Background: an optimization exercise with open tools, aiming at small area, a short achievable clock period and few clock cycles. Do not read the settings as production practice.
RTL that was checked went through simulation tests only; none was proved equivalent to the original.
For runs 3 and 4, only the layout was checked, not whether the RTL still works.

===== design.v =====
`timescale 1 ns / 100 ps
module hex2dec (
    input start,
    input [15:0] hex_data,
    output [7:0] ascii_data,
    output reg valid,
    output reg ready,
    input clk,
    input rstn
);
    reg [16:0] r;
    reg [3:0]  dig;
    reg [2:0]  ph;       
    wire accept = start & ready;
    function automatic ge(input [12:0] x, input [12:0] k);
        integer i;
        begin
            ge = 1'b1;
            for (i = 0; i < 13; i = i + 1)
                ge = k[i] ? (x[i] & ge) : (x[i] | ge);
        end
    endfunction
    wire [12:0] rh = r[16:4];
    wire [9:0] g;
    assign g[0] = 1'b1;
    genvar k;
    generate
        for (k = 1; k < 10; k = k + 1) begin : cmp
            assign g[k] = ge(rh, 625 * k);
        end
    endgenerate
    wire [9:0] oh = g & ~{1'b0, g[9:1]};     
    reg [3:0]  q;
    reg [11:0] c;        
    integer j;
    always @(*) begin
        q = 4'd0;
        c = 12'd0;
        for (j = 1; j < 10; j = j + 1) begin
            q = q | ({4{oh[j]}} & j[3:0]);
            c = c | ({12{oh[j]}} & 12'((j * 3125) % 4096));
        end
    end
    wire [16:0] t = {r[15:0], 1'b0} + {r[13:0], 3'b000};    
    wire [16:0] r_next = {t[16:5] - c, t[4:0]};
    always @(posedge clk)
        r <= accept ? {1'b0, hex_data} : r_next;
    always @(posedge clk)
        dig <= q;
    always @(posedge clk or negedge rstn)
        if (!rstn) begin
            ph <= 3'd7;
            valid <= 1'b0;
            ready <= 1'b0;
        end else begin
            valid <= (ph != 3'd7);
            if (accept)
                ph <= 3'd0;
            else if (ph == 3'd4)
                ph <= 3'd7;
            else if (ph != 3'd7)
                ph <= ph + 3'd1;
            ready <= ~accept & (ph == 3'd3 || ph == 3'd4 || ph == 3'd7);
        end
    assign ascii_data = {4'h3, dig};
endmodule

===== flow/run.sh =====
#!/bin/bash
# Own layout flow: the standard synthesis, then its combinational logic mapped
# again by ABC for area (flip-flops kept as the standard synthesis made them:
# same instances, names and cells), then the standard flow from floorplan on.
set -euo pipefail
W=$(pwd)
R=$W/orfs/results/$FLOW_PLATFORM/hex2dec/base
L=$W/orfs/logs/$FLOW_PLATFORM/hex2dec/base
LIB=$FLOW_HOME/platforms/$FLOW_PLATFORM/lib/sky130_fd_sc_hd__tt_025C_1v80.lib
YOSYS=yosys
[[ -x $FLOW_HOME/../tools/install/yosys/bin/yosys ]] && YOSYS=$FLOW_HOME/../tools/install/yosys/bin/yosys
# ABC script for the second mapping: delay-targeted mapping with gate sizing
ABC_ARGS="-script $W/flow/abc.script"

bash standard.sh synth > $W/log_standard_synth.txt 2>&1
cp $R/1_2_yosys.v $W/standard_1_2_yosys.v

$YOSYS -q -l $W/log_cells.txt -p "read_liberty -ignore_miss_func $LIB; write_verilog -noattr $W/cells_all.v" > /dev/null
python3 $W/flow/comb_cells.py $W/cells_all.v $W/cells_comb.v

DU=$(grep -o -- "-dont_use [^ ]*" $L/1_2_yosys.log | sort -u | tr '\n' ' ')
cat > $W/resynth.ys <<EOY
read_liberty -lib $LIB
read_verilog $W/standard_1_2_yosys.v
hierarchy -top $FLOW_TOP
techmap -map $W/cells_comb.v
techmap
opt -fast
opt -purge
abc $ABC_ARGS -liberty $LIB $DU
opt_clean -purge
hilomap -singleton -hicell sky130_fd_sc_hd__conb_1 HI -locell sky130_fd_sc_hd__conb_1 LO
insbuf -buf sky130_fd_sc_hd__buf_4 A X
opt_clean -purge
stat -liberty $LIB
check -assert -mapped
write_verilog -noattr -nohex -nodec $W/resynth.v
EOY
$YOSYS -l $W/log_resynth.txt $W/resynth.ys > /dev/null
cp $W/resynth.v $R/1_2_yosys.v
rm -f $R/1_synth.odb
bash standard.sh "BUFFER_PORTS_ARGS=-buffer_cell sky130_fd_sc_hd__buf_1" finish > $W/log_standard_finish.txt 2>&1

===== flow/abc.script =====
strash
balance
rewrite
refactor
balance
rewrite
rewrite -z
balance
refactor -z
rewrite -z
balance
balance
rewrite
refactor
balance
rewrite
rewrite -z
balance
refactor -z
rewrite -z
balance
dch -f
map -D 2200
buffer
upsize -D 2200
dnsize -D 2200

===== flow/comb_cells.py =====
# Keep the combinational cells from Yosys's functional models of the
# library (read_liberty output): no flip-flops, latches, tie or tristate cells.
import re, sys
src = open(sys.argv[1]).read()
out = []
for body, name in re.findall(r'(module (\S+?)\(.*?endmodule)', src, re.S):
    if 'always' in body or ' reg ' in body or 'conb' in name or "'z" in body or 'bz' in body:
        continue
    if 'assign' not in body:
        continue
    out.append(body)
open(sys.argv[2], 'w').write('\n\n'.join(out) + '\n')

===== standard.sh =====
#!/bin/bash
# synth_recipe.tcl (not shown) runs the flow's synth.tcl, then flattens the netlist and writes it again
# the make line also repeats each setting of config.mk as NAME=value (left out here)
make -C /OpenROAD-flow-scripts/flow DESIGN_CONFIG=/design/flow/config.mk WORK_HOME=/design/flow/orfs CLKGATE_MAP_FILE= SYNTH_SCRIPT=/design/flow/synth_recipe.tcl "${@:-finish}"

===== config.mk =====
export PLATFORM = sky130hd
export DESIGN_NAME = hex2dec
export DESIGN_NICKNAME = hex2dec
export VERILOG_FILES = /design/flow/design.v
export SDC_FILE = /design/flow/constraint.sdc
export NUM_CORES = 4
export LEC_CHECK = 0
export CAP_MARGIN = 20
export CORE_MARGIN = 2
export CORE_UTILIZATION = 40
export SETUP_SLACK_MARGIN = 3.1
export SLEW_MARGIN = 20

===== constraint.sdc =====
create_clock -name core_clock -period 6.0 [get_ports {clk}]
set_input_delay 1.2000 -clock core_clock [delete_from_list [all_inputs] [get_ports {clk}]]
set_output_delay 1.2000 -clock core_clock [all_outputs]
set_load 0.01 [all_outputs]

==> results of run 1 <==
## layout make-up
class	instances	area [µm²]	share of cell area
multi-input cells	262	1680	0.592
flip-flops and latches	26	592	0.209
repair buffers	47	267	0.0942
inverters	37	156	0.0553
well taps	67	83.8	0.0296
clock buffers	4	55.1	0.0195
## registers in the layout (all words and copies together), names as in the netlist
name and count:
r 17, dig 4, ph 3, ready 1, valid 1
## how the worst min path moves through the flow
stage | endpoint | slack, ps | depth (start not counted)
detailed placement | valid$_DFF_PN0_ | 470 | 1
floorplan | valid$_DFF_PN0_ | 440 | 1
CTS | r[1]$_DFF_P_ | 480 | 2
global route | r[1]$_DFF_P_ | 490 | 2
global placement | valid$_DFF_PN0_ | 460 | 1
finish | r[2]$_DFF_P_ | 470 | 2
## worst min-delay path, stage by stage, from the launching register on
cell and delay, ps:
dfxtp_2 340, nand2_1 60, nand2_1 50
## layer usage
| layer | up-vias | part of all wire | track usage | wire length, µm |
|---|---|---|---|---|
| li1 | 1154 | - | - | - |
| met1 | 1052 | 0.43 | 0.284 | 2650 |
| met2 | 112 | 0.48 | 0.354 | 2960 |
| met3 | 24 | 0.060 | 0.0352 | 371 |
| met4 | 0 | 0.029 | 0.0853 | 181 |
| met5 | - | 0 | 0 | 0 |
## cells in the final DEF (no fill, tap or decap), types with 3 or more instances in the layout
cell type and n:
a21oi_1 16, a21oi_2 5, buf_1 24, buf_4 22, clkbuf_8 4, conb_1 4
dfstp_2 3, dfxtp_1 5, dfxtp_2 7, dfxtp_4 9, inv_1 26, inv_2 6
inv_4 3, nand2_1 70, nand2_2 14, nand2_4 5, nand3_1 9, nand3_2 4
nand3_4 3, nor2_1 42, nor2_2 8, nor2_4 9, o211ai_1 5, o21ai_0 11
o21ai_1 3, o21ai_2 3, or2_4 4, xnor2_1 3, xnor2_2 3, xor2_1 5
xor2_2 4
## stage by stage
stage / std cells / utilization
after detailed placement: 416 / 0.445
after global routing: 443 / 0.595
final: 443 / 0.595
after floorplan: 332 / -
after global placement: 416 / 0.445
after CTS: 429 / 0.495
## what timing repair did
item / in CTS / in global routing
setup buffers: 9 / 14
endpoints found under the setup margin: 6 / 8
gates cloned: 0 / 0
gates resized for setup: 43 / 104
pin swaps: 10 / 44
==> summary.txt, run 1 <==
----------------------------------------------------
[Clock tree]
  Clock sinks ... 26
  Maximum clock insertion buffer count ... 2
  Num CTS Buffers ... 3
  Max H-tree Level ... 1
  Total of hold buffers inserted after clock tree synthesis ... 0
  Clock root cell ... clkbuf_8
  CTS tree ... done
  CTS clock-pin slew for the worst setup and hold paths ... 90 ps
  Source-to-sink clock delay at the later pin of the worst-skew pair ... 270 ps

[Global routing]
  Remaining global-route overflow ... 0
  Number of global-route vias before repair ... 2,102
  GRT Total Usage ... 0.216
  First-pass GRT wire length ... 9240 µm
  Antenna violations before repair ... 0
  Pin count of the biggest net entering global routing ... 22

[Finish]
  Layout Area Growth over Synthesis ... 43.1%
  Count of nets after finishing ... 396
  Number of fill cells ... 434
  Share of layout cells above drive strength 1 ... 0.362
  Cell area after layout ... 0.00283 mm²
  ANT cells ... 0

[Run status]
  Outcome ... no timing/DRC/antenna violations

[Detailed routing]
  Post-detailed-route count of antenna-violating nets ... 0
  Drt drc ... 0
  Sum of routed wire length over all layers ... 6160 µm
  Drt pass-1 iters ... 5
  Iter 0 DRT Violations ... 150
  Post-detailed-route wirelength per cell ... 13.9 µm
  Per-cell via count in the routed design ... 5.29
  Count of vias placed by the detailed router ... 2,342

[Place]
  Worst slack at placement ... 2780 ps
  Detailed-placement wirelength estimate ... 3920 µm
  Number of input and output port buffers inserted ... 24
  Final estimated routing congestion in global placement ... 0.910
  Area after detailed placement ... 0.00212 mm²

[Floorplan]
  Area of the core ... 0.00475 mm²
  Die Ht ... 74.3 µm
  Number of standard-cell rows in the floorplan ... 25
  Starting density of the core ... 0.416
  IO Pins ... 29
  Die Wd ... 74.3 µm
  Die Area ... 0.00552 mm²

[Hold path]
  Kind of path behind the tightest hold check ... flip-flop to flip-flop
  Hold Startpoint ... r[1]$_DFF_P_

[Critical path]
  Family with the most delay on the worst path ... simple AND/OR/NAND/NOR gates
  Delay of the slowest critical-path stage ... 390 ps
  R2r startpoint ... r[6]$_DFF_P_
  Data arrival time of the worst path ... 3170 ps
  Reg2reg setup slack ... 3040 ps
  Logic depth of the worst register-to-register path ... 20
  Sort of element at the start of the critical path ... flip-flop
  Largest fanout of any net on the critical path ... 4
  Worst setup endpoint ... r[16]$_SDFF_PP0_
  Data required time of the worst path ... 6220 ps
  Worst path depth ... 20
  CP Cell Sequence ... inv_4 -> o211ai_1 -> nand3_2 -> a31oi_4 -> nor2_4 -> inv_2 -> o2111ai_2 -> or2_1 -> or2_4 -> nand2_4 -> inv_2 -> nand4_1 -> nand3_2 -> nand3_4 -> a21oi_4 -> nor2_4 -> nand2_1 -> nand3_1 -> nand2_1 -> nor2_1
  Launching instance or port of the critical path ... r[6]$_DFF_P_
  Reg-to-Reg End ... r[16]$_SDFF_PP0_
  Slowest CP cell ... dfxtp_4
  Worst setup EP type ... flip-flop
  Category of the most critical setup path ... flip-flop to flip-flop
  Buffering stage count on the worst path with inverters included ... 3

[Timing]
  Final critical-path share of the clock period ... 0.493
  Setup repair after global routing missed its margin ... yes
  Final slew viol count ... 0
  Worst slew slack as a fraction of its limit ... 0.594
  Least-Margin Pin Slew ... 609 ps
  Setup skew after layout ... 3.17 ps
  Setup Viol. Count Final ... 0
  Minimum period implied by the final worst setup slack ... 2960 ps
  Min setup slack post-route ... 3040 ps
  Worst hold slack ... 471 ps
  Maximum achievable frequency ... 338 MHz
  Setup TNS ... 0 ps
  Final Hold Viols ... 0

[Synth]
  Synthesized area ... 0.00198 mm²
  Number of instances in the synthesized netlist ... 330
  Synthesized area per cell ... 5.99 µm²
  Synthesis Warnings ... 1

[Run]
  Max_cap viols ... 0

----------------------------------------------------
Testbench counts, summed over its fixed seeds: cycles 1,936.
==> inputs of run 2 (changes only) <==
--- a/flow/run.sh
+++ b/flow/run.sh
@@ -10,7 +10,8 @@
 YOSYS=yosys
 [[ -x $FLOW_HOME/../tools/install/yosys/bin/yosys ]] && YOSYS=$FLOW_HOME/../tools/install/yosys/bin/yosys
 # ABC script for the second mapping: delay-targeted mapping with gate sizing
-ABC_ARGS="-script $W/flow/abc.script"
+printf 'set_driving_cell sky130_fd_sc_hd__dfxtp_1\nset_load 10\n' > $W/abc.constr
+ABC_ARGS="-script $W/flow/abc.script -constr $W/abc.constr"
 
 bash standard.sh synth > $W/log_standard_synth.txt 2>&1
 cp $R/1_2_yosys.v $W/standard_1_2_yosys.v
--- a/flow/abc.script
+++ b/flow/abc.script
@@ -20,7 +20,7 @@
 rewrite -z
 balance
 dch -f
-map -D 2200
+map -D 1800
 buffer
-upsize -D 2200
-dnsize -D 2200
+upsize -D 1800
+dnsize -D 1800
--- a/config.mk
+++ b/config.mk
@@ -8,5 +8,4 @@
 export CAP_MARGIN = 20
 export CORE_MARGIN = 2
 export CORE_UTILIZATION = 40
-export SETUP_SLACK_MARGIN = 3.1
 export SLEW_MARGIN = 20
==> summary.txt, run 2 <==
----------------------------------------------------
[Floorplan]
  Die Wd ... 81.9 µm
  IO Pins ... 29
  Die Area ... 0.00671 mm²
  Die Ht ... 81.9 µm
  Starting density of the core ... 0.412
  Area of the core ... 0.00589 mm²
  Number of standard-cell rows in the floorplan ... 28

[Timing]
  Setup Viol. Count Final ... 0
  Least-Margin Pin Slew ... 654 ps
  Final Hold Viols ... 0
  Setup repair after global routing missed its margin ... no
  Setup TNS ... 0 ps
  Min setup slack post-route ... 3110 ps
  Worst slew slack as a fraction of its limit ... 0.560
  Maximum achievable frequency ... 346 MHz
  Setup skew after layout ... 20.9 ps
  Minimum period implied by the final worst setup slack ... 2890 ps
  Final critical-path share of the clock period ... 0.482
  Final slew viol count ... 0
  Worst hold slack ... 481 ps

[Detailed routing]
  Drt drc ... 0
  Post-detailed-route wirelength per cell ... 12.8 µm
  Per-cell via count in the routed design ... 5.07
  Count of vias placed by the detailed router ... 2,276
  Iter 0 DRT Violations ... 157
  Post-detailed-route count of antenna-violating nets ... 0
  Drt pass-1 iters ... 4
  Sum of routed wire length over all layers ... 5740 µm

[Critical path]
  Sort of element at the start of the critical path ... flip-flop
  Largest fanout of any net on the critical path ... 6
  Data arrival time of the worst path ... 3070 ps
  Worst setup EP type ... flip-flop
  Slowest CP cell ... dfxtp_1
  Category of the most critical setup path ... flip-flop to flip-flop
  Data required time of the worst path ... 6180 ps
  CP Cell Sequence ... nand2_2 -> nor2_1 -> a2111oi_2 -> nor2_1 -> nand2_1 -> a22oi_4 -> nand3_2 -> a21o_4 -> o211a_2 -> a21oi_4 -> o21bai_4 -> nand4_4 -> nand3_2 -> a21oi_1 -> nor2_2
  Delay of the slowest critical-path stage ... 650 ps

[Finish]
  Flip-flop count of the largest register after layout ... 17
  Register with the most flip-flops ... r
  Number of fill cells ... 628
  Share of layout cells above drive strength 1 ... 0.222
  Most used cells in the layout excluding fill and tap cells ... 96 x nand2_1, 39 x nor2_1, 26 x inv_1
  Count of nets after finishing ... 394
  ANT cells ... 0
  Commonest non-fill, non-tap cell in the layout ... nand2_1
  Largest registers ... r (17), dig (4), ph (3)
  Layout Area Growth over Synthesis ... 9.12%

[Clock tree]
  Maximum clock insertion buffer count ... 2
  Num CTS Buffers ... 3
  Clock sinks ... 26
  CTS clock-pin slew for the worst setup and hold paths ... 120 ps
  Source-to-sink clock delay at the later pin of the worst-skew pair ... 290 ps
  Max H-tree Level ... 1
  Setup Fix Bufs, Post-CTS ... 0
  Total of hold buffers inserted after clock tree synthesis ... 0
  Number of instances resized during post-cts repair ... 0
  CTS tree ... done
  Clock root cell ... clkbuf_8

[Global routing]
  Number of global-route vias before repair ... 2,073
  First-pass GRT wire length ... 9540 µm
  Remaining global-route overflow ... 0
  Pin count of the biggest net entering global routing ... 19
  Antenna violations before repair ... 0
  GRT Total Usage ... 0.184

[Place]
  Final estimated routing congestion in global placement ... 0.895
  Detailed-placement wirelength estimate ... 4710 µm
  Number of input and output port buffers inserted ... 24
  Worst slack at placement ... 3010 ps

[Synth]
  Synthesis Warnings ... 1
  Synthesized area ... 0.00243 mm²
  Synthesized area per cell ... 6.94 µm²
  Number of instances in the synthesized netlist ... 350

[Hold path]
  Kind of path behind the tightest hold check ... flip-flop to flip-flop

[Run status]
  Outcome ... no timing/DRC/antenna violations

[Run]
  Max_cap viols ... 0

----------------------------------------------------
==> run 2: critical path, delay by kind of cell (launching register included) <==
family          cells  cell delay [ps]
compound gates      7             1080
flops               1              650
simple gates        8             1040
==> run 2: layout make-up <==
class | count | area, µm² | area share
clock buffers | 3 | 41.3 | 0.0156
repair buffers | 24 | 90.1 | 0.0340
multi-input cells | 277 | 1670 | 0.632
flip-flops and latches | 26 | 549 | 0.207
well taps | 75 | 93.8 | 0.0354
inverters | 43 | 171 | 0.0647
clock inverters | 1 | 30.0 | 0.0113
==> run 2: routing by layer <==
layer  share of wire  vias up  GRT usage
met2            0.45       42      0.289
met1            0.50     1027      0.270
met4          0.0089        0     0.0367
met5               0        -          0
met3           0.042        4     0.0220
li1                -     1203          -
==> run 2: final timing paths <==
check	slack (ps)	from	end	depth (start not counted)
setup / recovery	3110	r[8]$_DFF_P_	r[16]$_SDFF_PP0_	15
hold reg to reg	480	ph[2]$_DFFE_PN1P_	valid$_DFF_PN0_	1
setup reg to reg	3110	r[8]$_DFF_P_	r[16]$_SDFF_PP0_	15
max in group asynchronous	4980	rstn	ph[0]$_DFFE_PN1P_	1
min in group asynchronous	730	rstn	ready$_DFF_PN0_	1
hold / removal	480	ph[2]$_DFFE_PN1P_	valid$_DFF_PN0_	1
==> run 2: through the flow <==
step / cell area [µm²] / utilization / std cells
2_1_floorplan: 2430 / - / 352
3_3_place_gp: 2580 / 0.438 / 445
3_5_place_dp: 2580 / 0.438 / 445
4_1_cts: 2650 / 0.450 / 449
5_1_grt: 2650 / 0.450 / 449
6_report: 2650 / 0.450 / 449
==> inputs of run 3 (changes only) <==
--- a/design.v
+++ b/design.v
@@ -4,13 +4,14 @@
     input [15:0] hex_data,
     output [7:0] ascii_data,
     output reg valid,
-    output reg ready,
+    output ready,
     input clk,
     input rstn
 );
     reg [16:0] r;
     reg [3:0]  dig;
     reg [2:0]  ph;       
+    assign ready = (ph == 3'd4) || (ph == 3'd7);
     wire accept = start & ready;
     function automatic ge(input [12:0] x, input [12:0] k);
         integer i;
@@ -49,18 +50,16 @@
         dig <= q;
     always @(posedge clk or negedge rstn)
         if (!rstn) begin
-            ph <= 3'd7;
+            ph <= 3'd6;
             valid <= 1'b0;
-            ready <= 1'b0;
         end else begin
-            valid <= (ph != 3'd7);
+            valid <= (ph <= 3'd4);
             if (accept)
                 ph <= 3'd0;
-            else if (ph == 3'd4)
+            else if (ph >= 3'd4)
                 ph <= 3'd7;
-            else if (ph != 3'd7)
+            else
                 ph <= ph + 3'd1;
-            ready <= ~accept & (ph == 3'd3 || ph == 3'd4 || ph == 3'd7);
         end
     assign ascii_data = {4'h3, dig};
 endmodule
--- a/flow/run.sh
+++ b/flow/run.sh
@@ -10,8 +10,7 @@
 YOSYS=yosys
 [[ -x $FLOW_HOME/../tools/install/yosys/bin/yosys ]] && YOSYS=$FLOW_HOME/../tools/install/yosys/bin/yosys
 # ABC script for the second mapping: delay-targeted mapping with gate sizing
-printf 'set_driving_cell sky130_fd_sc_hd__dfxtp_1\nset_load 10\n' > $W/abc.constr
-ABC_ARGS="-script $W/flow/abc.script -constr $W/abc.constr"
+ABC_ARGS="-script $W/flow/abc.script"
 
 bash standard.sh synth > $W/log_standard_synth.txt 2>&1
 cp $R/1_2_yosys.v $W/standard_1_2_yosys.v
==> summary.txt, run 3 <==
----------------------------------------------------
[Run status]
  Outcome ... no timing/DRC/antenna violations

[Critical path]
  Worst setup EP type ... flip-flop
  Largest fanout of any net on the critical path ... 7
  Data arrival time of the worst path ... 3140 ps
  Data required time of the worst path ... 6150 ps
  Sort of element at the start of the critical path ... flip-flop
  Category of the most critical setup path ... flip-flop to flip-flop

[Timing]
  Setup skew after layout ... 2.32 ps
  Minimum period implied by the final worst setup slack ... 2990 ps
  Min setup slack post-route ... 3010 ps
  Setup repair after global routing missed its margin ... no
  Setup Viol. Count Final ... 0
  Setup TNS ... 0 ps
  Final Hold Viols ... 0
  Least-Margin Pin Slew ... 721 ps
  Final slew viol count ... 0
  Final critical-path share of the clock period ... 0.498
  Maximum achievable frequency ... 335 MHz
  Worst slew slack as a fraction of its limit ... 0.518

[Clock tree]
  Clock sinks ... 25
  Setup Fix Bufs, Post-CTS ... 0
  CTS tree ... done
  Total of hold buffers inserted after clock tree synthesis ... 0
  Source-to-sink clock delay at the later pin of the worst-skew pair ... 280 ps
  Maximum clock insertion buffer count ... 2
  Number of instances resized during post-cts repair ... 0
  Num CTS Buffers ... 3
  Clock root cell ... clkbuf_8
  CTS clock-pin slew for the worst setup and hold paths ... 100 ps
  Max H-tree Level ... 1

[Synth]
  Synthesis Warnings ... 1
  Synthesized area per cell ... 6.27 µm²
  Synthesized area ... 0.00215 mm²
  Number of instances in the synthesized netlist ... 343

[Global routing]
  Remaining global-route overflow ... 0
  Antenna violations before repair ... 0
  GRT Total Usage ... 0.198
  Pin count of the biggest net entering global routing ... 21
  Number of global-route vias before repair ... 2,061
  First-pass GRT wire length ... 9490 µm

[Run]
  Max_cap viols ... 0

[Detailed routing]
  Count of vias placed by the detailed router ... 2,219
  Sum of routed wire length over all layers ... 5580 µm
  Drt drc ... 0
  Drt pass-1 iters ... 4
  Post-detailed-route count of antenna-violating nets ... 0
  Iter 0 DRT Violations ... 119
  Post-detailed-route wirelength per cell ... 12.8 µm
  Per-cell via count in the routed design ... 5.10

[Finish]
  Number of fill cells ... 582
  ANT cells ... 0
  Fin cells ... 435
  Share of layout cells above drive strength 1 ... 0.101
  Layout Area Growth over Synthesis ... 8.55%
  Sequential standard cell area ... 523 µm²
  Most used cells in the layout excluding fill and tap cells ... 87 x nand2_1, 52 x nor2_1, 40 x inv_1
  Largest registers ... r (17), dig (4), ph (3)
  Combined area of the multi-input logic cells ... 0.00140 mm²
  Register with the most flip-flops ... r
  Util after Layout ... 0.454
  Commonest non-fill, non-tap cell in the layout ... nand2_1
  Flip-flop count of the largest register after layout ... 17
  Count of nets after finishing ... 385

[Place]
  Detailed-placement wirelength estimate ... 4540 µm
  Placed Cells ... 431
  Number of input and output port buffers inserted ... 24
  Worst slack at placement ... 3040 ps
  Final estimated routing congestion in global placement ... 0.926

[Floorplan]
  Die Wd ... 77.3 µm
  Number of standard-cell rows in the floorplan ... 26
  Die Ht ... 77.3 µm
  Area of the core ... 0.00514 mm²
  Die Area ... 0.00598 mm²
  Starting density of the core ... 0.418
  IO Pins ... 29

[Hold path]
  Kind of path behind the tightest hold check ... flip-flop to flip-flop

----------------------------------------------------
run 3: through the flow:
step / hold slack (ps) / cell area, µm²
global placement: 443 / 2290
floorplan: 434 / 2160
detailed placement: 450 / 2290
finish: 468 / 2330
global route: 502 / 2330
CTS: 476 / 2330
run 3: final timing paths:
path	endpoint	slack, ps	startpoint	cells after the start
setup / recovery	r[15]$_DFF_P_	3010	r[12]$_DFF_P_	17
hold reg to reg	valid$_DFF_PN0_	470	ph[2]$_DFF_PN1_	1
setup reg to reg	r[15]$_DFF_P_	3010	r[12]$_DFF_P_	17
hold / removal	valid$_DFF_PN0_	470	ph[2]$_DFF_PN1_	1
min in group asynchronous	valid$_DFF_PN0_	730	rstn	1
max in group asynchronous	ph[1]$_DFF_PN1_	5020	rstn	1
run 3: final cells by class:
cell class              instances  area share
multi-input cells             265       0.601
flip-flops and latches         25       0.224
inverters                      47      0.0777
repair buffers                 24      0.0386
well taps                      70      0.0375
clock buffers                   3      0.0177
clock inverters                 1     0.00322
run 3: metal layers:
metal / track usage / up-vias / wire length, µm
met4: 0.0679 / 0 / 174
met2: 0.345 / 55 / 2650
met1: 0.253 / 978 / 2490
met5: 0 / - / 0
met3: 0.0233 / 15 / 270
li1: - / 1171 / -
run 3: critical path: stages (launching register included):
cell     delay (ps)
dfxtp_1         600
nand2_2         110
nor2_1          190
o21ai_1         100
a31o_2          220
nand3_1         200
nand4_2         160
or2_1           270
nand2_1         100
nand4_2         120
nand3_2         140
nand3_4         100
nand2_1         110
nand3_2         100
nand3_1         120
nand3_1          80
nand2_1          60
o22ai_1          80
==> inputs of run 4 (changes only) <==
--- a/design.v
+++ b/design.v
@@ -4,14 +4,12 @@
     input [15:0] hex_data,
     output [7:0] ascii_data,
     output reg valid,
-    output ready,
+    output reg ready,
     input clk,
     input rstn
 );
     reg [16:0] r;
-    reg [3:0]  dig;
     reg [2:0]  ph;       
-    assign ready = (ph == 3'd4) || (ph == 3'd7);
     wire accept = start & ready;
     function automatic ge(input [12:0] x, input [12:0] k);
         integer i;
@@ -46,20 +44,23 @@
     wire [16:0] r_next = {t[16:5] - c, t[4:0]};
     always @(posedge clk)
         r <= accept ? {1'b0, hex_data} : r_next;
-    always @(posedge clk)
-        dig <= q;
+    reg [2:0] ph_next;
+    always @(*)
+        if (accept)
+            ph_next = 3'd0;
+        else if (ph >= 3'd4)
+            ph_next = 3'd7;
+        else
+            ph_next = ph + 3'd1;
     always @(posedge clk or negedge rstn)
         if (!rstn) begin
-            ph <= 3'd6;
+            ph <= 3'd7;
             valid <= 1'b0;
+            ready <= 1'b0;
         end else begin
-            valid <= (ph <= 3'd4);
-            if (accept)
-                ph <= 3'd0;
-            else if (ph >= 3'd4)
-                ph <= 3'd7;
-            else
-                ph <= ph + 3'd1;
+            ph <= ph_next;
+            valid <= (ph_next != 3'd7);
+            ready <= (ph_next == 3'd4) || (ph_next == 3'd7);
         end
-    assign ascii_data = {4'h3, dig};
+    assign ascii_data = {4'h3, q};
 endmodule
==> summary.txt, run 4 <==
----------------------------------------------------
[Timing]
  Setup Viol. Count Final ... 0
  Minimum period implied by the final worst setup slack ... 3430 ps
  Min setup slack post-route ... 2570 ps
  Least-Margin Pin Slew ... 677 ps
  Final critical-path share of the clock period ... 0.572
  Setup TNS ... 0 ps
  Setup repair after global routing missed its margin ... no
  Worst hold slack ... 468 ps
  Final Hold Viols ... 0
  Worst slew slack as a fraction of its limit ... 0.548
  Maximum achievable frequency ... 291 MHz
  Setup skew after layout ... 3.41 ps
  Final slew viol count ... 0

[Detailed routing]
  Drt drc ... 0
  Drt pass-1 iters ... 4
  Post-detailed-route count of antenna-violating nets ... 0
  Post-detailed-route wirelength per cell ... 13.0 µm
  Count of vias placed by the detailed router ... 2,266
  Sum of routed wire length over all layers ... 5750 µm
  Per-cell via count in the routed design ... 5.12
  Iter 0 DRT Violations ... 140

[Clock tree]
  Clock root cell ... clkbuf_8
  Total of hold buffers inserted after clock tree synthesis ... 0
  Num CTS Buffers ... 3
  Setup Fix Bufs, Post-CTS ... 0
  Source-to-sink clock delay at the later pin of the worst-skew pair ... 260 ps
  Number of instances resized during post-cts repair ... 0
  CTS tree ... done
  Max H-tree Level ... 1
  CTS clock-pin slew for the worst setup and hold paths ... 80 ps
  Clock sinks ... 22
  Maximum clock insertion buffer count ... 2

[Critical path]
  Worst setup EP type ... primary output
  Data required time of the worst path ... 4800 ps
  Sort of element at the start of the critical path ... flip-flop
  Largest fanout of any net on the critical path ... 7
  Reg2reg setup slack ... 2940 ps
  Category of the most critical setup path ... flip-flop to primary output
  Data arrival time of the worst path ... 2230 ps

[Finish]
  Number of fill cells ... 571
  Flip-flop count of the largest register after layout ... 17
  ANT cells ... 0
  Register with the most flip-flops ... r
  Layout Area Growth over Synthesis ... 7.62%
  Largest registers ... r (17), ph (3)
  Commonest non-fill, non-tap cell in the layout ... nand2_1
  Most used cells in the layout excluding fill and tap cells ... 88 x nand2_1, 57 x nor2_1, 42 x inv_1
  Share of layout cells above drive strength 1 ... 0.0938
  Util after Layout ... 0.452
  Count of nets after finishing ... 393

[Synth]
  Synthesized area per cell ... 6.19 µm²
  Synthesized area ... 0.00218 mm²
  Synthesis Warnings ... 1
  Number of instances in the synthesized netlist ... 353

[Hold path]
  Kind of path behind the tightest hold check ... flip-flop to flip-flop

[Global routing]
  Number of global-route vias before repair ... 2,154
  GRT Total Usage ... 0.200
  Pin count of the biggest net entering global routing ... 23
  Antenna violations before repair ... 0
  First-pass GRT wire length ... 9960 µm
  Remaining global-route overflow ... 0

[Place]
  Detailed-placement wirelength estimate ... 4850 µm
  Number of input and output port buffers inserted ... 24
  Worst slack at placement ... 2900 ps
  Final estimated routing congestion in global placement ... 0.923

[Run]
  Max_cap viols ... 0

[Floorplan]
  Starting density of the core ... 0.420
  Die Wd ... 77.9 µm
  Die Area ... 0.00607 mm²
  Die Ht ... 77.9 µm
  Area of the core ... 0.00520 mm²
  Number of standard-cell rows in the floorplan ... 26
  IO Pins ... 29

[Run status]
  Outcome ... no timing/DRC/antenna violations

----------------------------------------------------
-- run 4: path summary, 6_finish.rpt --
kind / from / to / cells past startpoint
setup / recovery: r[5]$_DFF_P_ / ascii_data[2] / 8
hold / removal: r[1]$_DFF_P_ / r[2]$_DFF_P_ / 2
setup reg to reg: r[5]$_DFF_P_ / r[14]$_DFF_P_ / 15
hold reg to reg: r[1]$_DFF_P_ / r[2]$_DFF_P_ / 2
max in group asynchronous: rstn / ph[2]$_DFF_PN1_ / 1
min in group asynchronous: rstn / valid$_DFF_PN0_ / 1
-- run 4: routing by layer --
| metal | vias up | global-route usage | part of all wire |
|---|---|---|---|
| met1 | 1009 | 0.282 | 0.49 |
| met2 | 59 | 0.324 | 0.44 |
| met4 | 0 | 0.0456 | 0.013 |
| met3 | 6 | 0.0267 | 0.053 |
| li1 | 1192 | - | - |
| met5 | - | 0 | 0 |
-- run 4: through the flow --
| stage | instances | cell area (µm²) |
|---|---|---|
| after detailed placement | 439 | 2310 |
| after global placement | 439 | 2310 |
| after CTS | 443 | 2350 |
| final | 443 | 2350 |
| after floorplan | 355 | 2190 |
| after global routing | 443 | 2350 |
-- run 4: worst max-delay path: stages, from the launching register on --
cell and delay (ps):
dfxtp_1 600, nand2_1 130, nand3_1 110, nand3_1 120, a311oi_2 370, nor2_2 110, a22oi_2 250, nand3_1 120
buf_1 150
-- run 4: cell type report --
| type | count | area (µm²) | area share |
|---|---|---|---|
| Clock buffer | 4 | 45.0 | 0.0192 |
| Inverter | 46 | 175 | 0.0745 |
| Multi-Input combinational cell | 276 | 1480 | 0.628 |
| Sequential cell | 22 | 469 | 0.200 |
| Tap cell | 70 | 87.6 | 0.0373 |
| Timing Repair Buffer | 25 | 97.6 | 0.0415 |
==> inputs of run 5 (changes only) <==
==> design.v (replaced) <==
`timescale 1 ns / 100 ps
module hex2dec (
    input start,
    input [15:0] hex_data,
    output [7:0] ascii_data,
    output reg valid,
    output reg ready,
    input clk,
    input rstn
);
    reg [16:0] r;
    reg [3:0]  q;
    reg [2:0]  ph;       
    wire accept = start & ready;
    function automatic ge(input [15:0] x, input [15:0] k);
        integer i;
        begin
            ge = 1'b1;
            for (i = 0; i < 16; i = i + 1)
                ge = k[i] ? (x[i] & ge) : (x[i] | ge);
        end
    endfunction
    reg [9:0] c;
    integer j;
    always @(*) begin
        c = 10'd0;
        for (j = 1; j < 10; j = j + 1)
            if (q == j[3:0])
                c = 10'((j * 625) % 1024);
    end
    wire [13:0] m = {r[13:4] - c, r[3:0]};
    wire [16:0] r_step = {2'b00, m, 1'b0} + {m, 3'b000};
    wire [9:0] gm;
    wire [6:0] gx;
    assign gm[0] = 1'b1;
    assign gx[0] = 1'b1;
    genvar k;
    generate
        for (k = 1; k < 10; k = k + 1) begin : cmpm
            assign gm[k] = ge({5'd0, m[13:3]}, 125 * k);
        end
        for (k = 1; k < 7; k = k + 1) begin : cmpx
            assign gx[k] = ge({4'd0, hex_data[15:4]}, 625 * k);
        end
    endgenerate
    wire [9:0] ohm = gm & ~{1'b0, gm[9:1]};
    wire [6:0] ohx = gx & ~{1'b0, gx[6:1]};
    reg [3:0] qm, qx;
    always @(*) begin
        qm = 4'd0;
        qx = 4'd0;
        for (j = 1; j < 10; j = j + 1)
            qm = qm | ({4{ohm[j]}} & j[3:0]);
        for (j = 1; j < 7; j = j + 1)
            qx = qx | ({4{ohx[j]}} & j[3:0]);
    end
    always @(posedge clk) begin
        r <= accept ? {1'b0, hex_data} : r_step;
        q <= accept ? qx : qm;
    end
    reg [2:0] ph_next;
    always @(*)
        if (accept)
            ph_next = 3'd0;
        else if (ph >= 3'd4)
            ph_next = 3'd7;
        else
            ph_next = ph + 3'd1;
    always @(posedge clk or negedge rstn)
        if (!rstn) begin
            ph <= 3'd7;
            valid <= 1'b0;
            ready <= 1'b0;
        end else begin
            ph <= ph_next;
            valid <= (ph_next != 3'd7);
            ready <= (ph_next == 3'd4) || (ph_next == 3'd7);
        end
    assign ascii_data = {4'h3, q};
endmodule
==> summary.txt, run 5 <==
----------------------------------------------------
[Clock tree]
  Total of hold buffers inserted after clock tree synthesis ... 0
  Number of instances resized during post-cts repair ... 0
  CTS tree ... done
  Maximum clock insertion buffer count ... 2
  Num CTS Buffers ... 3
  Clock sinks ... 23
  Clock root cell ... clkbuf_8
  CTS clock-pin slew for the worst setup and hold paths ... 100 ps
  Max H-tree Level ... 1
  Setup Fix Bufs, Post-CTS ... 0
  Source-to-sink clock delay at the later pin of the worst-skew pair ... 280 ps

[Timing]
  Setup skew after layout ... 9.65 ps
  Setup TNS ... 0 ps
  Setup Viol. Count Final ... 0
  Worst slew slack as a fraction of its limit ... 0.441
  Setup repair after global routing missed its margin ... no
  Worst hold slack ... 475 ps
  Final slew viol count ... 0
  Maximum achievable frequency ... 347 MHz
  Least-Margin Pin Slew ... 836 ps
  Min setup slack post-route ... 3120 ps
  Final critical-path share of the clock period ... 0.481
  Minimum period implied by the final worst setup slack ... 2880 ps
  Final Hold Viols ... 0

[Detailed routing]
  Post-detailed-route wirelength per cell ... 12.8 µm
  Post-detailed-route count of antenna-violating nets ... 0
  Drt pass-1 iters ... 6
  Drt drc ... 0
  Per-cell via count in the routed design ... 5.25
  Sum of routed wire length over all layers ... 5720 µm
  Count of vias placed by the detailed router ... 2,352
  Iter 0 DRT Violations ... 183

[Run status]
  Outcome ... no timing/DRC/antenna violations

[Global routing]
  Number of global-route vias before repair ... 2,040
  Most used routing layer ... met2
  Met1 Resource Use GR ... 0.292
  Antenna violations before repair ... 0
  First-pass GRT wire length ... 9630 µm
  Pin count of the biggest net entering global routing ... 27
  Met2 Use GR ... 0.299
  Met3 GRT Util ... 0.0207
  Remaining global-route overflow ... 0
  GRT Total Usage ... 0.195

[Floorplan]
  Area of the core ... 0.00544 mm²
  Die Area ... 0.00615 mm²
  Die Wd ... 78.4 µm
  Die Ht ... 78.4 µm
  Number of standard-cell rows in the floorplan ... 27
  Starting density of the core ... 0.407
  IO Pins ... 29

[Synth]
  Number of instances in the synthesized netlist ... 355
  Synthesized area per cell ... 6.24 µm²
  Synthesized area ... 0.00221 mm²
  Synthesis Warnings ... 1

[Finish]
  ANT cells ... 0
  Most used cells in the layout excluding fill and tap cells ... 79 x nand2_1, 44 x inv_1, 38 x nor2_1
  Largest registers ... r (14), q (4), ph (3)
  Commonest non-fill, non-tap cell in the layout ... nand2_1
  Layout Area Growth over Synthesis ... 8.14%
  Register with the most flip-flops ... r
  Flip-flop count of the largest register after layout ... 14
  Count of nets after finishing ... 396
  Share of layout cells above drive strength 1 ... 0.114

[Place]
  Worst slack at placement ... 2930 ps
  Final estimated routing congestion in global placement ... 0.941
  Detailed-placement wirelength estimate ... 4620 µm
  Number of input and output port buffers inserted ... 24

[Critical path]
  Data arrival time of the worst path ... 3060 ps
  Category of the most critical setup path ... flip-flop to flip-flop
  Slowest CP cell ... dfxtp_1
  Delay of the slowest critical-path stage ... 460 ps
  Sort of element at the start of the critical path ... flip-flop
  Data required time of the worst path ... 6180 ps
  CP most frequent cell ... nand2_1
  Worst setup EP type ... flip-flop
  CP Cell Sequence ... inv_2 -> nor2_2 -> nand2_2 -> a21oi_4 -> nand2_2 -> nand3_1 -> a31o_4 -> nand2_1 -> nand2_2 -> nand3_1 -> a21oi_1 -> o21ai_0 -> nand2_1 -> nand2_1 -> nand2_1 -> nand4_1 -> a31oi_1
  Largest fanout of any net on the critical path ... 6

[Hold path]
  Kind of path behind the tightest hold check ... flip-flop to flip-flop

[Run]
  Max_cap viols ... 0

----------------------------------------------------
==> run 5: worst paths after layout <==
path                                 start         endpoint  slack [ps]  depth (start not counted)
setup / recovery              q[1]$_DFF_P_     q[1]$_DFF_P_        3120                         17
hold / removal             ph[2]$_DFF_PN1_  ph[0]$_DFF_PN1_         480                          2
setup reg to reg              q[1]$_DFF_P_     q[1]$_DFF_P_        3120                         17
hold reg to reg            ph[2]$_DFF_PN1_  ph[0]$_DFF_PN1_         480                          2
max in group asynchronous             rstn  ph[2]$_DFF_PN1_        5000                          1
min in group asynchronous             rstn  valid$_DFF_PN0_         740                          1
==> run 5: per-stage QoR <==
stage	cells	cell area (µm²)	util
floorplan	357	2220	-
global placement	444	2350	0.431
detailed placement	444	2350	0.431
CTS	448	2390	0.440
global route	448	2390	0.440
finish	448	2390	0.440
==> run 5: final cells by class <==
cell class,count,area [µm²]
clock buffer,3,41.3
clock inverter,1,7.51
fill,572,3040
inverter,49,184
multi-input combinational,276,1490
sequential,23,489
tap,72,90.1
timing repair buffer,24,90.1
==> run 5: critical path: cells and delay by family (launching register included) <==
kind,cells,cell delay [ps]
AO/OA/AOI/OAI,5,1000
AND/OR/NAND/NOR,11,1290
flip-flops,1,460
buffers and inverters,1,60
==> run 5: layer usage <==
layer / vias up / wire length (µm)
met5: - / 0
li1: 1222 / -
met1: 1044 / 2840
met4: 0 / 70
met3: 11 / 338
met2: 75 / 2480
Testbench counts of run 5, summed over its fixed seeds: cycles 1,928.
==> inputs of run 6 (changes only) <==
--- a/config.mk
+++ b/config.mk
@@ -8,4 +8,5 @@
 export CAP_MARGIN = 20
 export CORE_MARGIN = 2
 export CORE_UTILIZATION = 40
+export SETUP_SLACK_MARGIN = 3.2
 export SLEW_MARGIN = 20
==> summary.txt, run 6 <==
----------------------------------------------------
[Run status]
  Outcome ... no timing/DRC/antenna violations

[Detailed routing]
  Post-detailed-route count of antenna-violating nets ... 0
  Sum of routed wire length over all layers ... 6030 µm
  Drt pass-1 iters ... 5
  Post-detailed-route wirelength per cell ... 13.2 µm
  Iter 0 DRT Violations ... 177
  Drt drc ... 0
  Per-cell via count in the routed design ... 5.37
  Count of vias placed by the detailed router ... 2,461

[Clock tree]
  CTS tree ... done
  Total of hold buffers inserted after clock tree synthesis ... 0
  Num CTS Buffers ... 3
  Maximum clock insertion buffer count ... 2
  Max H-tree Level ... 1
  Clock root cell ... clkbuf_8
  CTS clock-pin slew for the worst setup and hold paths ... 100 ps
  Source-to-sink clock delay at the later pin of the worst-skew pair ... 280 ps
  Clock sinks ... 23

[Timing]
  Worst slew slack as a fraction of its limit ... 0.652
  Minimum period implied by the final worst setup slack ... 2720 ps
  Setup Viol. Count Final ... 0
  Setup TNS ... 0 ps
  Final critical-path share of the clock period ... 0.454
  Setup skew after layout ... 7.86 ps
  Maximum achievable frequency ... 367 MHz
  Least-Margin Pin Slew ... 520 ps
  Final slew viol count ... 0
  Final Hold Viols ... 0
  Min setup slack post-route ... 3280 ps
  Setup repair after global routing missed its margin ... yes

[Global routing]
  Remaining global-route overflow ... 0
  First-pass GRT wire length ... 9670 µm
  Antenna violations before repair ... 0
  GRT Total Usage ... 0.196
  Number of global-route vias before repair ... 2,048
  Pin count of the biggest net entering global routing ... 27

[Synth]
  Synthesized area per cell ... 6.24 µm²
  Synthesis Warnings ... 1
  Synthesized area ... 0.00221 mm²
  Number of instances in the synthesized netlist ... 355

[Finish]
  Flip-flop count of the largest register after layout ... 14
  Count of nets after finishing ... 406
  ANT cells ... 0
  Share of layout cells above drive strength 1 ... 0.189
  Commonest non-fill, non-tap cell in the layout ... nand2_1
  Most used cells in the layout excluding fill and tap cells ... 72 x nand2_1, 43 x inv_1, 37 x nor2_1
  Number of fill cells ... 561
  Layout Area Growth over Synthesis ... 16.4%
  Register with the most flip-flops ... r
  Fin cells ... 458
  Largest registers ... r (14), q (4), ph (3)

[Place]
  Detailed-placement wirelength estimate ... 4620 µm
  Final estimated routing congestion in global placement ... 0.941
  Placed Cells ... 444
  Number of input and output port buffers inserted ... 24
  Worst slack at placement ... 2930 ps

[Critical path]
  Sort of element at the start of the critical path ... flip-flop
  CP Cell Sequence ... o21ai_2 -> nand2_2 -> inv_2 -> nand2_4 -> a21oi_4 -> nand2_2 -> nand3_1 -> a31o_4 -> o21ai_4 -> nand2_1 -> nand2_1 -> or2_1 -> and2_4 -> o21ai_0 -> nand3_1 -> a31oi_2
  Data arrival time of the worst path ... 2910 ps
  Data required time of the worst path ... 6190 ps
  Category of the most critical setup path ... flip-flop to flip-flop
  Family with the most delay on the worst path ... simple AND/OR/NAND/NOR gates
  Worst setup EP type ... flip-flop
  Delay of the slowest critical-path stage ... 380 ps
  Largest fanout of any net on the critical path ... 6
  Buffering stage count on the worst path with inverters included ... 1
  Slowest CP cell ... dfxtp_4

[Floorplan]
  Die Ht ... 78.4 µm
  IO Pins ... 29
  Number of standard-cell rows in the floorplan ... 27
  Die Area ... 0.00615 mm²
  Area of the core ... 0.00544 mm²
  Starting density of the core ... 0.407
  Die Wd ... 78.4 µm

[Hold path]
  Kind of path behind the tightest hold check ... flip-flop to flip-flop

[Run]
  Max_cap viols ... 0

----------------------------------------------------
[run 6: final cells by class]
type	count	area, µm²	area share
clock buffers	3	41.3	0.0160
clock inverters	1	7.51	0.00291
inverters	49	188	0.0728
multi-input cells	276	1580	0.615
flip-flops and latches	23	502	0.195
well taps	72	90.1	0.0350
repair buffers	34	165	0.0641
[run 6: path summary, 6_finish.rpt]
| kind | startpoint | end | slack (ps) | depth (start not counted) |
|---|---|---|---|---|
| min in group asynchronous | rstn | valid$_DFF_PN0_ | 750 | 1 |
| max in group asynchronous | rstn | ph[2]$_DFF_PN1_ | 4990 | 1 |
| hold reg to reg | ph[2]$_DFF_PN1_ | ph[0]$_DFF_PN1_ | 480 | 2 |
| hold / removal | ph[2]$_DFF_PN1_ | ph[0]$_DFF_PN1_ | 480 | 2 |
| setup / recovery | q[2]$_DFF_P_ | q[1]$_DFF_P_ | 3280 | 16 |
| setup reg to reg | q[2]$_DFF_P_ | q[1]$_DFF_P_ | 3280 | 16 |
[run 6: worst min-delay path, stage by stage, from the launching register on]
cell and delay [ps]:
dfstp_2 380, inv_1 40, a21oi_1 60
[run 6: through the flow]
step / instance area, µm² / hold WS, ps / util
finish: 2580 / 475 / 0.474
global route: 2580 / 510 / 0.474
CTS: 2400 / 483 / 0.441
detailed placement: 2350 / 468 / 0.431
global placement: 2350 / 468 / 0.431
floorplan: 2220 / 445 / -
[run 6: metal layers]
layer	GRT usage	routed length [µm]	vias up
met5	0	0	-
met4	0.0491	77	0
met3	0.0207	377	15
met2	0.302	2710	96
met1	0.292	2870	1106
li1	-	-	1244
[run 6: what timing repair did]
item                       CTS  global route
gates cloned                 0             0
setup buffers                0            10
pin swaps                    0             9
gates resized for setup      2            25
setup endpoints to repair    1             8
==> inputs of run 7 (changes only) <==
--- a/config.mk
+++ b/config.mk
@@ -8,5 +8,5 @@
 export CAP_MARGIN = 20
 export CORE_MARGIN = 2
 export CORE_UTILIZATION = 40
-export SETUP_SLACK_MARGIN = 3.2
+export SETUP_SLACK_MARGIN = 3.0
 export SLEW_MARGIN = 20
==> summary.txt, run 7 <==
----------------------------------------------------
[Floorplan]
  IO Pins ... 29
  Die Area ... 0.00615 mm²
  Starting density of the core ... 0.407
  Area of the core ... 0.00544 mm²
  Number of standard-cell rows in the floorplan ... 27
  Die Ht ... 78.4 µm
  Die Wd ... 78.4 µm

[Finish]
  Register with the most flip-flops ... r
  Most used cells in the layout excluding fill and tap cells ... 79 x nand2_1, 44 x inv_1, 37 x nor2_1
  Layout Area Growth over Synthesis ... 8.59%
  Flip-flop count of the largest register after layout ... 14
  Largest registers ... r (14), q (4), ph (3)
  Share of layout cells above drive strength 1 ... 0.122
  Cell area after layout ... 0.00240 mm²
  ANT cells ... 0
  Util after Layout ... 0.442
  Count of nets after finishing ... 396
  Commonest non-fill, non-tap cell in the layout ... nand2_1

[Critical path]
  Slowest CP cell ... dfxtp_1
  R2r startpoint ... q[1]$_DFF_P_
  Logic depth of the worst register-to-register path ... 18
  Largest fanout of any net on the critical path ... 6
  CP most frequent cell ... nand2_2
  Delay of the slowest critical-path stage ... 460 ps
  Data required time of the worst path ... 6180 ps
  Family with the most delay on the worst path ... simple AND/OR/NAND/NOR gates
  Worst setup EP type ... flip-flop
  Data arrival time of the worst path ... 2960 ps
  Sort of element at the start of the critical path ... flip-flop
  Category of the most critical setup path ... flip-flop to flip-flop
  Launching instance or port of the critical path ... q[1]$_DFF_P_
  Worst path depth ... 18
  CP Cell Sequence ... o21ai_2 -> nand2_2 -> inv_2 -> nand2_2 -> a21oi_4 -> nand2_2 -> and3_4 -> nor2_2 -> or2_2 -> nand2_2 -> nand3_1 -> a21oi_1 -> o21ai_0 -> nand2_1 -> nand2_1 -> nand2_1 -> nand4_1 -> a31oi_1
  Buffering stage count on the worst path with inverters included ... 1

[Detailed routing]
  Sum of routed wire length over all layers ... 5740 µm
  Iter 0 DRT Violations ... 149
  Post-detailed-route count of antenna-violating nets ... 0
  Count of vias placed by the detailed router ... 2,347
  Drt drc ... 0
  Drt pass-1 iters ... 5
  Post-detailed-route wirelength per cell ... 12.8 µm
  Per-cell via count in the routed design ... 5.24

[Place]
  Area after detailed placement ... 0.00235 mm²
  Worst slack at placement ... 2930 ps
  Detailed-placement wirelength estimate ... 4620 µm
  Final estimated routing congestion in global placement ... 0.941
  Number of input and output port buffers inserted ... 24

[Global routing]
  Pin count of the biggest net entering global routing ... 27
  GRT Total Usage ... 0.195
  Antenna violations before repair ... 0
  First-pass GRT wire length ... 9630 µm
  Remaining global-route overflow ... 0
  Number of global-route vias before repair ... 2,040

[Synth]
  Number of instances in the synthesized netlist ... 355
  Synthesized area per cell ... 6.24 µm²
  Synthesis Warnings ... 1
  Synthesized area ... 0.00221 mm²

[Timing]
  Worst hold slack ... 475 ps
  Worst slew slack as a fraction of its limit ... 0.437
  Setup repair after global routing missed its margin ... no
  Maximum achievable frequency ... 359 MHz
  Setup skew after layout ... 10.2 ps
  Final slew viol count ... 0
  Setup Viol. Count Final ... 0
  Minimum period implied by the final worst setup slack ... 2780 ps
  Final Hold Viols ... 0
  Min setup slack post-route ... 3220 ps
  Setup TNS ... 0 ps
  Final critical-path share of the clock period ... 0.464
  Least-Margin Pin Slew ... 843 ps

[Run]
  Max_cap viols ... 0

[Hold path]
  Instance count along the most critical hold path ... 2
  Hold Startpoint ... ph[2]$_DFF_PN1_
  Kind of path behind the tightest hold check ... flip-flop to flip-flop

[Run status]
  Outcome ... no timing/DRC/antenna violations

[Clock tree]
  Source-to-sink clock delay at the later pin of the worst-skew pair ... 280 ps
  CTS tree ... done
  Num CTS Buffers ... 3
  Max H-tree Level ... 1
  Setup Fix Bufs, Post-CTS ... 0
  Maximum clock insertion buffer count ... 2
  Clock sinks ... 23
  Clock root cell ... clkbuf_8
  CTS clock-pin slew for the worst setup and hold paths ... 100 ps

----------------------------------------------------
==> run 7: cell type report <==
type                            instances  area, µm²
Fill cell                             575       3030
Multi-Input combinational cell        276       1500
Sequential cell                        23        492
Inverter                               49        184
Timing Repair Buffer                   24       90.1
Tap cell                               72       90.1
Clock buffer                            3       41.3
Clock inverter                          1       7.51
==> run 7: timing repair <==
| item | in CTS | in global routing |
|---|---|---|
| hold buffers | 0 | 0 |
| resized for setup | 0 | 4 |
| endpoints found under the setup margin | 0 | 6 |
==> run 7: path summary, 6_finish.rpt <==
path / endpoint / slack, ps
setup / recovery: q[1]$_DFF_P_ / 3220
hold / removal: ph[0]$_DFF_PN1_ / 480
setup reg to reg: q[1]$_DFF_P_ / 3220
hold reg to reg: ph[0]$_DFF_PN1_ / 480
max in group asynchronous: ph[2]$_DFF_PN1_ / 5000
min in group asynchronous: valid$_DFF_PN0_ / 740
==> run 7: layer usage <==
metal | track usage | vias to the layer above | share of wire
li1 | - | 1223 | -
met5 | 0 | - | 0
met3 | 0.0207 | 9 | 0.056
met1 | 0.292 | 1043 | 0.50
met2 | 0.299 | 72 | 0.43
met4 | 0.0491 | 0 | 0.012
==> run 7: worst reg2reg max path: cells and delay by family, from the launching register on <==
| family | cells | cell delay [ps] |
|---|---|---|
| AO/OA/AOI/OAI | 5 | 760 |
| buffers and inverters | 1 | 40 |
| flip-flops | 1 | 460 |
| AND/OR/NAND/NOR | 12 | 1430 |
==> run 7: stage by stage <==
stage               cells
floorplan             357
global placement      444
detailed placement    444
CTS                   448
global route          448
finish                448
==> inputs of run 8 (changes only) <==
--- a/config.mk
+++ b/config.mk
@@ -8,5 +8,5 @@
 export CAP_MARGIN = 20
 export CORE_MARGIN = 2
 export CORE_UTILIZATION = 40
-export SETUP_SLACK_MARGIN = 3.0
+export SETUP_SLACK_MARGIN = 3.1
 export SLEW_MARGIN = 20
==> summary.txt, run 8 <==
----------------------------------------------------
[Run status]
  Outcome ... no timing/DRC/antenna violations

[Critical path]
  Data required time of the worst path ... 6180 ps
  Category of the most critical setup path ... flip-flop to flip-flop
  CP most frequent cell ... nand2_2
  Slowest CP cell ... dfxtp_2
  Largest fanout of any net on the critical path ... 6
  Worst setup EP type ... flip-flop
  Buffering stage count on the worst path with inverters included ... 1
  Logic depth of the worst register-to-register path ... 18
  CP Cell Sequence ... o21ai_2 -> nand2_2 -> inv_2 -> nand2_2 -> a21oi_4 -> nand2_2 -> and3_4 -> nor2_2 -> or2_2 -> nand2_2 -> nand3_1 -> a21oi_1 -> o21ai_0 -> nand2_1 -> nand2_1 -> nand2_1 -> nand4_1 -> a41oi_1
  Data arrival time of the worst path ... 2890 ps
  Family with the most delay on the worst path ... simple AND/OR/NAND/NOR gates
  Worst path depth ... 18
  Delay of the slowest critical-path stage ... 420 ps
  Reg2reg setup slack ... 3290 ps
  Sort of element at the start of the critical path ... flip-flop

[Global routing]
  Antenna violations before repair ... 0
  First-pass GRT wire length ... 9630 µm
  Number of global-route vias before repair ... 2,040
  Remaining global-route overflow ... 0
  Pin count of the biggest net entering global routing ... 27
  GRT Total Usage ... 0.195

[Detailed routing]
  Drt drc ... 0
  Post-detailed-route wirelength per cell ... 12.9 µm
  Drt pass-1 iters ... 5
  Sum of routed wire length over all layers ... 5810 µm
  Post-detailed-route count of antenna-violating nets ... 0
  Iter 0 DRT Violations ... 125
  Per-cell via count in the routed design ... 5.29
  Count of vias placed by the detailed router ... 2,373

[Clock tree]
  Max H-tree Level ... 1
  Num CTS Buffers ... 3
  Source-to-sink clock delay at the later pin of the worst-skew pair ... 280 ps
  Clock sinks ... 23
  Maximum clock insertion buffer count ... 2
  Total of hold buffers inserted after clock tree synthesis ... 0
  CTS clock-pin slew for the worst setup and hold paths ... 100 ps
  CTS tree ... done
  Clock root cell ... clkbuf_8

[Timing]
  Setup repair after global routing missed its margin ... no
  Worst slew slack as a fraction of its limit ... 0.659
  Final critical-path share of the clock period ... 0.452
  Setup TNS ... 0 ps
  Minimum period implied by the final worst setup slack ... 2710 ps
  Maximum achievable frequency ... 369 MHz
  Setup Viol. Count Final ... 0
  Final slew viol count ... 0
  Setup skew after layout ... 11.4 ps
  Final Hold Viols ... 0
  Least-Margin Pin Slew ... 510 ps

[Floorplan]
  Die Ht ... 78.4 µm
  Area of the core ... 0.00544 mm²
  Starting density of the core ... 0.407
  IO Pins ... 29
  Die Wd ... 78.4 µm
  Number of standard-cell rows in the floorplan ... 27
  Die Area ... 0.00615 mm²

[Finish]
  Commonest non-fill, non-tap cell in the layout ... nand2_1
  Flip-flop count of the largest register after layout ... 14
  ANT cells ... 0
  Sequential standard cell area ... 494 µm²
  Layout Area Growth over Synthesis ... 10.2%
  Util after Layout ... 0.449
  Number of fill cells ... 567
  Count of nets after finishing ... 397
  Share of layout cells above drive strength 1 ... 0.141
  Most used cells in the layout excluding fill and tap cells ... 77 x nand2_1, 43 x inv_1, 37 x nor2_1
  Combined area of the multi-input logic cells ... 0.00152 mm²
  Largest registers ... r (14), q (4), ph (3)
  Register with the most flip-flops ... r

[Synth]
  Synthesis Warnings ... 1
  Synthesized area per cell ... 6.24 µm²
  Number of instances in the synthesized netlist ... 355
  Synthesized area ... 0.00221 mm²

[Hold path]
  Kind of path behind the tightest hold check ... flip-flop to flip-flop
  Instance count along the most critical hold path ... 2

[Place]
  Final estimated routing congestion in global placement ... 0.941
  Detailed-placement wirelength estimate ... 4620 µm
  Number of input and output port buffers inserted ... 24

[Run]
  Max_cap viols ... 0

----------------------------------------------------
## run 8: area by class of cell
cell class,count,share of cell area
flip-flops and latches,23,0.202
clock inverters,1,0.00308
inverters,49,0.0769
multi-input cells,276,0.624
well taps,72,0.0369
repair buffers,25,0.0400
clock buffers,3,0.0169
## run 8: worst paths after layout
| path | endpoint | startpoint |
|---|---|---|
| setup / recovery | q[0]$_DFF_P_ | q[3]$_SDFF_PP0_ |
| hold / removal | ph[0]$_DFF_PN1_ | ph[2]$_DFF_PN1_ |
| setup reg to reg | q[0]$_DFF_P_ | q[3]$_SDFF_PP0_ |
| hold reg to reg | ph[0]$_DFF_PN1_ | ph[2]$_DFF_PN1_ |
| max in group asynchronous | ph[2]$_DFF_PN1_ | rstn |
| min in group asynchronous | valid$_DFF_PN0_ | rstn |
## run 8: what timing repair did
item	4_1_cts	5_1_grt
setup endpoints to repair	0	8
endpoints found under the hold margin	0	0
setup buffers	0	1
resized for setup	0	11
## run 8: worst reg2reg max path: cells and delay by family (launching register included)
family	cells	cell delay [ps]
buffers and inverters	1	40
AND/OR/NAND/NOR	12	1420
AO/OA/AOI/OAI	5	730
flip-flops	1	420
## run 8: through the flow
| stage | worst slack [ps] | instance area [µm²] | hold WS [ps] | std cells |
|---|---|---|---|---|
| 2_1_floorplan | 3570 | 2220 | 445 | 357 |
| 3_3_place_gp | 3110 | 2350 | 468 | 444 |
| 3_5_place_dp | 2930 | 2350 | 468 | 444 |
| 5_1_grt | 3100 | 2440 | 510 | 449 |
| 4_1_cts | 3180 | 2390 | 483 | 448 |
| 6_report | 3290 | 2440 | 476 | 449 |
## run 8: layer usage
metal | wire length (µm) | global-route usage | share of wire
met5 | 0 | 0 | 0
met2 | 2520 | 0.299 | 0.43
met4 | 68 | 0.0491 | 0.012
met1 | 2900 | 0.292 | 0.50
met3 | 317 | 0.0207 | 0.055

afterwards: timing with drivers on the ports:
Ports are ideal in the flow. The routed layouts listed here were re-timed in OpenROAD. Step 1, drivers: a clkbuf_16 drives clk and a buf_2 each remaining input, both assumed. Step 2 moves the port delays by t, midway between the first and last clock arrival at a register: inputs arrive t later, outputs are due t later. That takes back most of the time a late clock gives input paths. Slacks: ideal ports / drivers / drivers and shift; pairs: ideal ports / drivers.
run | t, ns | slack for setup (ns) | hold WS [ns] | worst setup path after step 2
run 1 | 0.296 | 3.044 / 3.044 / 3.044 | 0.471 / 0.471 / 0.471 | register to register
run 2 | 0.311 | 3.107 / 3.107 / 3.073 | 0.481 / 0.481 / 0.481 | input to register
run 3 | 0.305 | 3.011 / 3.011 / 3.011 | 0.468 / 0.468 / 0.468 | register to register
run 4 | 0.282 | 2.565 / 2.542 / 2.824 | 0.468 / 0.468 / 0.468 | register to output
run 5 | 0.302 | 3.116 / 3.116 / 2.933 | 0.475 / 0.475 / 0.475 | input to register
run 6 | 0.301 | 3.277 / 3.277 / 3.277 | 0.475 / 0.475 / 0.475 | register to register
run 7 | 0.303 | 3.217 / 3.217 / 2.920 | 0.475 / 0.475 / 0.475 | input to register
run 8 | 0.301 | 3.291 / 3.291 / 3.291 | 0.476 / 0.476 / 0.476 | register to register
After both steps setup and hold are still met in every run listed. The setup slack of run 7, which loses most, moves by 0.000 ns with the drivers and by -0.297 ns with both steps.
